This design comes from an exercise in tuning for small area, a short achievable clock period and few clock cycles per item on the open sky130 flow, not from production work. At most, simulation tests tie the RTL to the original design; equivalence was not proved.

Setup of rev 12:
==> flow/design.v <==
module bitcoin_hash(input logic        clk, reset_n, start,
                    input logic [15:0] message_addr, output_addr,
                   output logic        done, mem_we,
                   output logic [15:0] mem_addr,
                   output logic [31:0] mem_write_data,
                    input logic [31:0] mem_read_data);
function automatic [31:0] rotr(input [31:0] x, input integer r);
    rotr = (x >> r) | (x << (32 - r));
endfunction
localparam logic [2047:0] KTAB = {
    32'hc67178f2, 32'hbef9a3f7, 32'ha4506ceb, 32'h90befffa,
    32'h8cc70208, 32'h84c87814, 32'h78a5636f, 32'h748f82ee,
    32'h682e6ff3, 32'h5b9cca4f, 32'h4ed8aa4a, 32'h391c0cb3,
    32'h34b0bcb5, 32'h2748774c, 32'h1e376c08, 32'h19a4c116,
    32'h106aa070, 32'hf40e3585, 32'hd6990624, 32'hd192e819,
    32'hc76c51a3, 32'hc24b8b70, 32'ha81a664b, 32'ha2bfe8a1,
    32'h92722c85, 32'h81c2c92e, 32'h766a0abb, 32'h650a7354,
    32'h53380d13, 32'h4d2c6dfc, 32'h2e1b2138, 32'h27b70a85,
    32'h14292967, 32'h06ca6351, 32'hd5a79147, 32'hc6e00bf3,
    32'hbf597fc7, 32'hb00327c8, 32'ha831c66d, 32'h983e5152,
    32'h76f988da, 32'h5cb0a9dc, 32'h4a7484aa, 32'h2de92c6f,
    32'h240ca1cc, 32'h0fc19dc6, 32'hefbe4786, 32'he49b69c1,
    32'hc19bf174, 32'h9bdc06a7, 32'h80deb1fe, 32'h72be5d74,
    32'h550c7dc3, 32'h243185be, 32'h12835b01, 32'hd807aa98,
    32'hab1c5ed5, 32'h923f82a4, 32'h59f111f1, 32'h3956c25b,
    32'he9b5dba5, 32'hb5c0fbcf, 32'h71374491, 32'h428a2f98};
localparam logic [255:0] IVTAB = {
    32'h5be0cd19, 32'h1f83d9ab, 32'h9b05688c, 32'h510e527f,
    32'ha54ff53a, 32'h3c6ef372, 32'hbb67ae85, 32'h6a09e667};
function automatic [63:0] csa(input [31:0] x, input [31:0] y, input [31:0] z);
    csa = {x ^ y ^ z, ((x & y) | (x & z) | (y & z)) << 1};
endfunction
function automatic [31:0] add_bk(input [31:0] x, input [31:0] y);
    logic [31:0] gg, pp;
    gg = x & y;
    pp = x ^ y;
    for (int l = 0; l < 5; l++)
        for (int i = 0; i < 32; i++)
            if (((i + 1) % (2 << l)) == 0) begin
                gg[i] = gg[i] | (pp[i] & gg[i - (1 << l)]);
                pp[i] = pp[i] & pp[i - (1 << l)];
            end
    for (int l = 3; l >= 0; l--)
        for (int i = 0; i < 32; i++)
            if (((i + 1) % (2 << l)) == (1 << l) && i >= (2 << l)) begin
                gg[i] = gg[i] | (pp[i] & gg[i - (1 << l)]);
                pp[i] = pp[i] & pp[i - (1 << l)];
            end
    add_bk = (x ^ y) ^ {gg[30:0], 1'b0};
endfunction
logic [31:0] a, b, c, d, e, f, g, h;
logic [31:0] w [0:15];
logic [31:0] ra [0:3];
logic [31:0] re [0:3];
logic [31:0] m;
logic        busy;       
logic        pro;        
logic [7:0]  tau;        
logic [3:0]  nonce;
logic        we_r;
logic [15:0] addr_r;
assign done           = ~busy;
assign mem_we         = we_r;
assign mem_addr       = addr_r;
assign mem_write_data = d;
logic        busy_n, pro_n, we_n;
logic [7:0]  tau_n;
logic [3:0]  nonce_n;
always_comb begin
    busy_n = busy; pro_n = pro; tau_n = tau + 8'd1; nonce_n = nonce;
    we_n = 1'b0;
    if (!busy) begin
        tau_n = 8'd0;
        pro_n = 1'b1;
        nonce_n = 4'd0;
        if (start) busy_n = 1'b1;
    end else if (pro) begin
        if (tau == 8'd85) begin pro_n = 1'b0; tau_n = 8'd0; end
    end else begin
        if (tau == 8'd138) we_n = 1'b1;
        if (tau == 8'd139) begin
            tau_n = 8'd0;
            nonce_n = nonce + 4'd1;
            if (nonce == 4'd15) busy_n = 1'b0;
        end
    end
end
localparam SEL_RND = 2'd0, SEL_ROT = 2'd1, SEL_IV = 2'd2, SEL_MID = 2'd3;
typedef struct packed {
    logic [1:0] asel;       
    logic       emit_w;     
    logic       emit_r;     
    logic       yzero;      
    logic [1:0] wsel;       
    logic [2:0] wc;         
    logic       kz1;        
    logic       tp;         
    logic [1:0] ivi;        
    logic       kfold;      
    logic       aload;      
    logic       awr;        
    logic [1:0] ainc;       
} ctrl_t;
function automatic ctrl_t decode(input logic bz, input logic pr, input logic [7:0] t, input logic [3:0] n);
    ctrl_t r;
    r = '0;
    r.asel = SEL_ROT;
    r.tp  = t[0];
    r.ivi = pr ? ~(t[1:0] - 2'd2) : ~t[1:0];
    if (!bz) begin
        r.aload = 1'b1;
    end else if (pr) begin
        if (t == 8'd71) r.aload = 1'b1;
        if (t == 8'd72) r.ainc = 2'd1;
        if (t >= 8'd2 && t <= 8'd17) r.wsel = 2'd1;
        if (t >= 8'd6 && t <= 8'd9) r.asel = SEL_IV;
        if (t >= 8'd10 && t <= 8'd13) begin r.emit_r = 1'b1; r.yzero = 1'b1; end
        if (t == 8'd12 || t == 8'd84) r.kz1 = 1'b1;
        if (t >= 8'd14 && t <= 8'd77) r.asel = SEL_RND;
        if (t >= 8'd78 && t <= 8'd81) r.emit_r = 1'b1;
        if (t >= 8'd82) r.asel = SEL_MID;
        if (t >= 8'd74 && t <= 8'd76) r.wsel = 2'd1;
        if (t >= 8'd77) r.wsel = 2'd2;
        if (t == 8'd78) r.wc = 3'd2;         
    end else begin
        if (t <= 8'd63) r.asel = SEL_RND;
        if (t >= 8'd64 && t <= 8'd67) r.emit_w = 1'b1;
        if (t >= 8'd68 && t <= 8'd71) r.asel = SEL_IV;
        if (t == 8'd70 || t == 8'd138) r.kz1 = 1'b1;
        if (t == 8'd134) r.kfold = 1'b1;
        if (t >= 8'd72 && t <= 8'd135) r.asel = SEL_RND;
        if (t >= 8'd136) r.asel = SEL_MID;
        if (t == 8'd125) r.aload = 1'b1;
        if (t == 8'd126) r.ainc = 2'd1;
        if (t == 8'd137) begin r.aload = 1'b1; r.awr = 1'b1; end
        if (t == 8'd138) r.ainc = 2'd2;
        if (t <= 8'd3) begin r.wsel = 2'd2; r.wc = (t == 8'd3) ? 3'd3 : 3'd0; end
        if (t >= 8'd68 && t <= 8'd75) begin
            r.wsel = 2'd2;
            r.wc = (t == 8'd68) ? 3'd2 : (t == 8'd75) ? 3'd4 : 3'd0;
        end
        if (t >= 8'd128 && t <= 8'd130) r.wsel = 2'd1;
        if (t >= 8'd131) begin
            r.wsel = 2'd2;
            r.wc = (t == 8'd131) ? 3'd1 : (t == 8'd132) ? 3'd2 : 3'd0;
        end
    end
    decode = r;
endfunction
ctrl_t ct, ct_n;
assign ct_n = decode(busy, pro_n, tau_n, nonce_n);
logic [5:0] kidx;       
logic [3:0] wnonce;     
always_ff @(posedge clk, negedge reset_n) begin
    if (!reset_n) begin
        busy  <= 1'b0;
        pro   <= 1'b0;
        tau   <= 8'd0;
        nonce <= 4'd0;
        we_r  <= 1'b0;
        ct    <= '0;
    end else begin
        busy  <= busy_n;
        pro   <= pro_n;
        tau   <= tau_n;
        nonce <= nonce_n;
        we_r  <= we_n;
        ct    <= ct_n;
    end
end
always_ff @(posedge clk) begin
    kidx   <= ct.kz1 ? 6'd0 : kidx + 6'd1;
    wnonce <= pro ? 4'd0 : nonce + 4'd1;
end
wire [31:0] s1  = rotr(e, 6) ^ rotr(e, 11) ^ rotr(e, 25);
wire [31:0] ch  = (e & f) ^ (~e & g);
wire [31:0] s0  = rotr(a, 2) ^ rotr(a, 13) ^ rotr(a, 22);
wire [31:0] maj = (a & b) ^ (a & c) ^ (b & c);
wire [31:0] c1s, c1c, c2s, c2c, c3s, c3c, e1s, e1c, e2s, e2c;
assign {c1s, c1c} = csa(ch, maj, m);         
assign {c2s, c2c} = csa(s0, s1, c1s);
assign {c3s, c3c} = csa(c2s, c2c, c1c);
assign {e1s, e1c} = csa(ch, m, d);           
assign {e2s, e2c} = csa(e1s, e1c, s1);
wire        rnd   = (ct.asel == SEL_RND);
wire [31:0] a_cy  = (c3s + c3c) ^ c3s ^ c3c;
wire [31:0] e_cy  = (e2s + e2c) ^ e2s ^ e2c;
wire [31:0] m1s, m1c;
wire [31:0] kk = ct.kfold ? 32'hc67178f2 + 32'h6a09e667 : KTAB[32*kidx +: 32];
assign {m1s, m1c} = csa(w[5], g, kk);
wire [31:0] sg0 = rotr(w[1], 7) ^ rotr(w[1], 18) ^ (w[1] >> 3);
wire [31:0] sg1 = rotr(w[14], 17) ^ rotr(w[14], 19) ^ (w[14] >> 10);
wire [31:0] n1s, n1c, n2s, n2c;
assign {n1s, n1c} = csa(sg1, w[9], sg0);
assign {n2s, n2c} = csa(n1s, n1c, w[0]);
wire [31:0] w_next = add_bk(n2s, n2c);
wire [31:0] xa = ct.tp ? c : a;
wire [31:0] xe = ct.tp ? g : e;
wire [31:0] sum_a = add_bk(xa, ra[3] & {32{~ct.yzero}});
wire [31:0] sum_e = add_bk(xe, re[3] & {32{~ct.yzero}});
wire [31:0] mid_a = ct.tp ? ra[2] : ra[0];
wire [31:0] mid_e = ct.tp ? re[2] : re[0];
logic [31:0] wconst, w_in, a_in, e_in, a_oth, e_oth;
always_comb begin
    case (ct.wc)
    3'd1:    wconst = {28'd0, wnonce};
    3'd2:    wconst = 32'h80000000;
    3'd3:    wconst = 32'd640;
    3'd4:    wconst = 32'd256;
    default: wconst = 32'd0;
    endcase
    if (ct.emit_w) w_in = sum_e;
    else case (ct.wsel)
    2'd0:    w_in = w_next;
    2'd1:    w_in = mem_read_data;
    default: w_in = wconst;
    endcase
    case (ct.asel)
    SEL_IV:  begin a_oth = IVTAB[32*{1'b0, ct.ivi} +: 32]; e_oth = IVTAB[32*{1'b1, ct.ivi} +: 32]; end
    SEL_MID: begin a_oth = mid_a; e_oth = mid_e; end
    default: begin a_oth = d; e_oth = h; end
    endcase
    a_in = (rnd ? c3s ^ c3c : a_oth) ^ (a_cy & {32{rnd}});
    e_in = (rnd ? e2s ^ e2c : e_oth) ^ (e_cy & {32{rnd}});
end
always_ff @(posedge clk) begin
    a <= a_in; b <= a; c <= b; d <= c;
    e <= e_in; f <= e; g <= f; h <= g;
    for (int i = 0; i < 15; i++) w[i] <= w[i+1];
    w[11] <= ct.emit_w ? sum_a : w[12];
    w[15] <= w_in;
    ra[0] <= ct.emit_r ? sum_a : ra[3]; ra[1] <= ra[0]; ra[2] <= ra[1]; ra[3] <= ra[2];
    re[0] <= ct.emit_r ? sum_e : re[3]; re[1] <= re[0]; re[2] <= re[1]; re[3] <= re[2];
    m <= add_bk(m1s, m1c);
    addr_r <= ct.aload ? (ct.awr ? output_addr : message_addr)
                       : addr_r + ((ct.ainc == 2'd1) ? 16'd16 : (ct.ainc == 2'd2) ? {12'd0, nonce} : 16'd1);
end
endmodule
==> flow/config.mk <==
export PLATFORM = sky130hd
export DESIGN_NAME = bitcoin_hash
export DESIGN_NICKNAME = bitcoin_hash
export VERILOG_FILES = /design/flow/design.v
export SDC_FILE = /design/flow/constraint.sdc
export NUM_CORES = 8
export LEC_CHECK = 0
export ABC_AREA = 1
export CAP_MARGIN = 20
export CORE_MARGIN = 2
export CORE_UTILIZATION = 50
export CTS_CLUSTER_DIAMETER = 100
export CTS_CLUSTER_SIZE = 20
export SETUP_SLACK_MARGIN = 5
export SLEW_MARGIN = 20
==> flow/constraint.sdc <==
create_clock -name core_clock -period 10.0 [get_ports {clk}]
set_input_delay 2.0000 -clock core_clock [delete_from_list [all_inputs] [get_ports {clk}]]
set_output_delay 2.0000 -clock core_clock [all_outputs]
set_load 0.01 [all_outputs]
standard.sh (not shown) runs the stock make flow with config.mk's settings and CLKGATE_MAP_FILE= SYNTH_SCRIPT=/design/flow/synth_recipe.tcl, a recipe that flattens the netlist after the stock synthesis.
==> flow/flow/run.sh <==
#!/bin/bash
# Layout with the standard flow (standard.sh), with these changes:
#  - synthesis skips the full-adder extraction (ADDER_MAP_FILE empty), so the
#    carry-save adders of the SHA-256 round map to faster XOR/majority logic;
#    synthesis script, passes, flattening and renaming are otherwise standard;
#  - optionally, ports are buffered with buf_2 cells.
set -euo pipefail
EXTRA="ADDER_MAP_FILE= SETUP_SLACK_MARGIN=6.4 'BUFFER_PORTS_ARGS=-buffer_cell sky130_fd_sc_hd__buf_2'"
sed "s|\"\${@:-finish}\"|$EXTRA \"\${@:-finish}\"|" standard.sh > standard_own.sh
grep -q 'SETUP_SLACK_MARGIN=6.4' standard_own.sh
bash standard_own.sh synth > synth.log 2>&1
bash standard_own.sh finish > layout.log 2>&1
Here is what was changed in the inputs of rev 13 compared with rev 12.
--- a/flow/design.v
+++ b/flow/design.v
@@ -151,4 +151,5 @@
 assign ct_n = decode(busy, pro_n, tau_n, nonce_n);
 logic [5:0] kidx;       
+logic [31:0] kr;        
 logic [3:0] wnonce;     
 always_ff @(posedge clk, negedge reset_n) begin
@@ -170,5 +171,6 @@
 end
 always_ff @(posedge clk) begin
-    kidx   <= ct.kz1 ? 6'd0 : kidx + 6'd1;
+    kidx   <= ct_n.kz1 ? 6'd0 : kidx + 6'd1;
+    kr     <= ct_n.kfold ? 32'hc67178f2 + 32'h6a09e667 : KTAB[32*kidx +: 32];
     wnonce <= pro ? 4'd0 : nonce + 4'd1;
 end
@@ -187,6 +189,5 @@
 wire [31:0] e_cy  = (e2s + e2c) ^ e2s ^ e2c;
 wire [31:0] m1s, m1c;
-wire [31:0] kk = ct.kfold ? 32'hc67178f2 + 32'h6a09e667 : KTAB[32*kidx +: 32];
-assign {m1s, m1c} = csa(w[5], g, kk);
+assign {m1s, m1c} = csa(w[5], g, kr);
 wire [31:0] sg0 = rotr(w[1], 7) ^ rotr(w[1], 18) ^ (w[1] >> 3);
 wire [31:0] sg1 = rotr(w[14], 17) ^ rotr(w[14], 19) ^ (w[14] >> 10);
Findings:
Rev 13 ended with every stage complete and zero timing, DRC or antenna violations. Rev 13: total clock sinks higher than rev 12. Across both runs, final critical delay including setup and external delays was higher for rev 13 than for rev 12. Layout-stage area growth over the synthesis result: rev 13 vs rev 12 down 2.4 points. Higher worst reg-to-reg path cell count goes to rev 13 over rev 12. A first element of the critical path of ct[7]$_DFF_PN0_ is what rev 12 shows, while e[21]$_DFF_P_ belongs to rev 13. The met1 usage in global routing reported for rev 13 is smaller than that of rev 12 by 0.64 points. Compared with rev 12, rev 13 shows a higher critical path depth. [compare] base=rev 12 new=rev 13: first-pass GRT wire length grew by about 2.3%, last weighted congestion value of the routability-driven placer higher, number of placed cells counting well taps has increased, number of sequential cells in the layout went up by about 2.7%, final cell area excluding filler cells fell by 460 um^2.
Testbench counts of rev 13, summed over its fixed seeds: cycles 93,080, hashes 640.
Function not checked in rev 12: the RTL went through the layout flow alone.

========
bitcoin_hash, a different RTL version from the one above (not shown whole).
Size in the first run: about 7600 cells after synthesis, roughly 120 I/O pins, roughly 0.053 mm2 of cells after synthesis.
Settings: LEC_CHECK=0, ABC_AREA=1, CAP_MARGIN=20, CORE_MARGIN=2, CORE_UTILIZATION=40, CTS_CLUSTER_DIAMETER=100, CTS_CLUSTER_SIZE=20, SETUP_SLACK_MARGIN=5, SLEW_MARGIN=20; clock period 10.0 ns.
==> flow/flow/run.sh <==
#!/bin/bash
# Layout with the standard flow (standard.sh), with these changes:
#  - synthesis skips the full-adder extraction (ADDER_MAP_FILE empty), so the
#    carry-save adders of the SHA-256 round map to faster XOR/majority logic;
#    synthesis script, passes, flattening and renaming are otherwise standard;
#  - optionally, ports are buffered with buf_2 cells.
set -euo pipefail
EXTRA="ADDER_MAP_FILE= SETUP_SLACK_MARGIN=6.5 'BUFFER_PORTS_ARGS=-buffer_cell sky130_fd_sc_hd__buf_2'"
sed "s|\"\${@:-finish}\"|$EXTRA \"\${@:-finish}\"|" standard.sh > standard_own.sh
grep -q 'SETUP_SLACK_MARGIN=6.5' standard_own.sh
bash standard_own.sh synth > synth.log 2>&1
bash standard_own.sh finish > layout.log 2>&1
Testbench counts at the start, summed over its fixed seeds: cycles 90,360, hashes 640.
Next try:
--- a/flow/design.v
+++ b/flow/design.v
@@ -171,26 +171,26 @@
 end
 wire [31:0] s1  = rotr(e, 6) ^ rotr(e, 11) ^ rotr(e, 25);
 wire [31:0] ch  = (e & f) ^ (~e & g);
 wire [31:0] s0  = rotr(a, 2) ^ rotr(a, 13) ^ rotr(a, 22);
 wire [31:0] maj = (a & b) ^ (a & c) ^ (b & c);
 wire [31:0] c1s, c1c, c2s, c2c, c3s, c3c, e1s, e1c, e2s, e2c;
 assign {c1s, c1c} = csa(ch, maj, m);         
 assign {c2s, c2c} = csa(s0, s1, c1s);
 assign {c3s, c3c} = csa(c2s, c2c, c1c);
 assign {e1s, e1c} = csa(ch, m, d);           
 assign {e2s, e2c} = csa(e1s, e1c, s1);
 wire        rnd   = (ct.asel == SEL_RND);
-wire [31:0] a_cy  = (c3s + c3c) ^ c3s ^ c3c;
-wire [31:0] e_cy  = (e2s + e2c) ^ e2s ^ e2c;
+wire [31:0] a_cy  = add_bk(c3s, c3c) ^ c3s ^ c3c;
+wire [31:0] e_cy  = add_bk(e2s, e2c) ^ e2s ^ e2c;
 wire [31:0] kk = ct.kfold ? 32'hc67178f2 + IV0 : ct.kiv ? 32'h428a2f98 + IV7 : KTAB[32*kidx +: 32];
 wire [31:0] m1s, m1c;
 assign {m1s, m1c} = csa(w[9], g & {32{~ct.kiv}}, kk);
 wire [31:0] sg0 = rotr(w[1], 7) ^ rotr(w[1], 18) ^ (w[1] >> 3);
 wire [31:0] sg1 = rotr(w[14], 17) ^ rotr(w[14], 19) ^ (w[14] >> 10);
 wire [31:0] n1s, n1c, n2s, n2c;
 assign {n1s, n1c} = csa(sg1, w[9], sg0);
 assign {n2s, n2c} = csa(n1s, n1c, w[0]);
 wire [31:0] w_next = add_bk(n2s, n2c);
 wire [31:0] xa = ct.tp ? c : a;
 wire [31:0] xe = ct.tp ? g : e;
 wire [31:0] sum_a = add_bk(xa, ra[3] & {32{~ct.yzero}});
What happened: Non-clock buffer count shrinks by 3; maximum frequency goes down by 0.72%; wire length decreases by 6.6%; setup slack got worse by 0.025 ns; utilization came out lower by 0.23 points; cell area shrinks by 1.9%; sequential cell count is unchanged; clock-buffer cell count rose by 1; first-iteration DRC count drops by 0.92%.
Testbench counts after the change, summed over its fixed seeds: cycles 90,360, hashes 640.

## what the ideal ports hide
No port has a modelled driver above. Below, the same layouts with a new extraction and two added sets of constraints. Step 1, drivers: a clkbuf_16 drives clk and a buf_2 each remaining input, both assumed. Step 2 moves the port delays by t, midway between the first and last clock arrival at a register: inputs arrive t later, outputs are due t later. That takes back most of the time a late clock gives input paths. Three values: no drivers, after step 1, after step 2; two values: the first two.
run | shift t [ns] | setup WS [ns] | clock arrival spread, ns
rev 12 | 0.744 | 6.490 / 6.432 / 6.490 | 0.041 / 0.041
rev 13 | 0.732 | 6.318 / 6.318 / 6.318 | 0.032 / 0.031
the first run of note 2 | 0.791 | 6.535 / 6.453 / 6.562 | 0.038 / 0.038
the second run of note 2 | 0.768 | 6.510 / 6.487 / 6.510 | 0.037 / 0.037
After both steps every run listed still meets setup and hold.
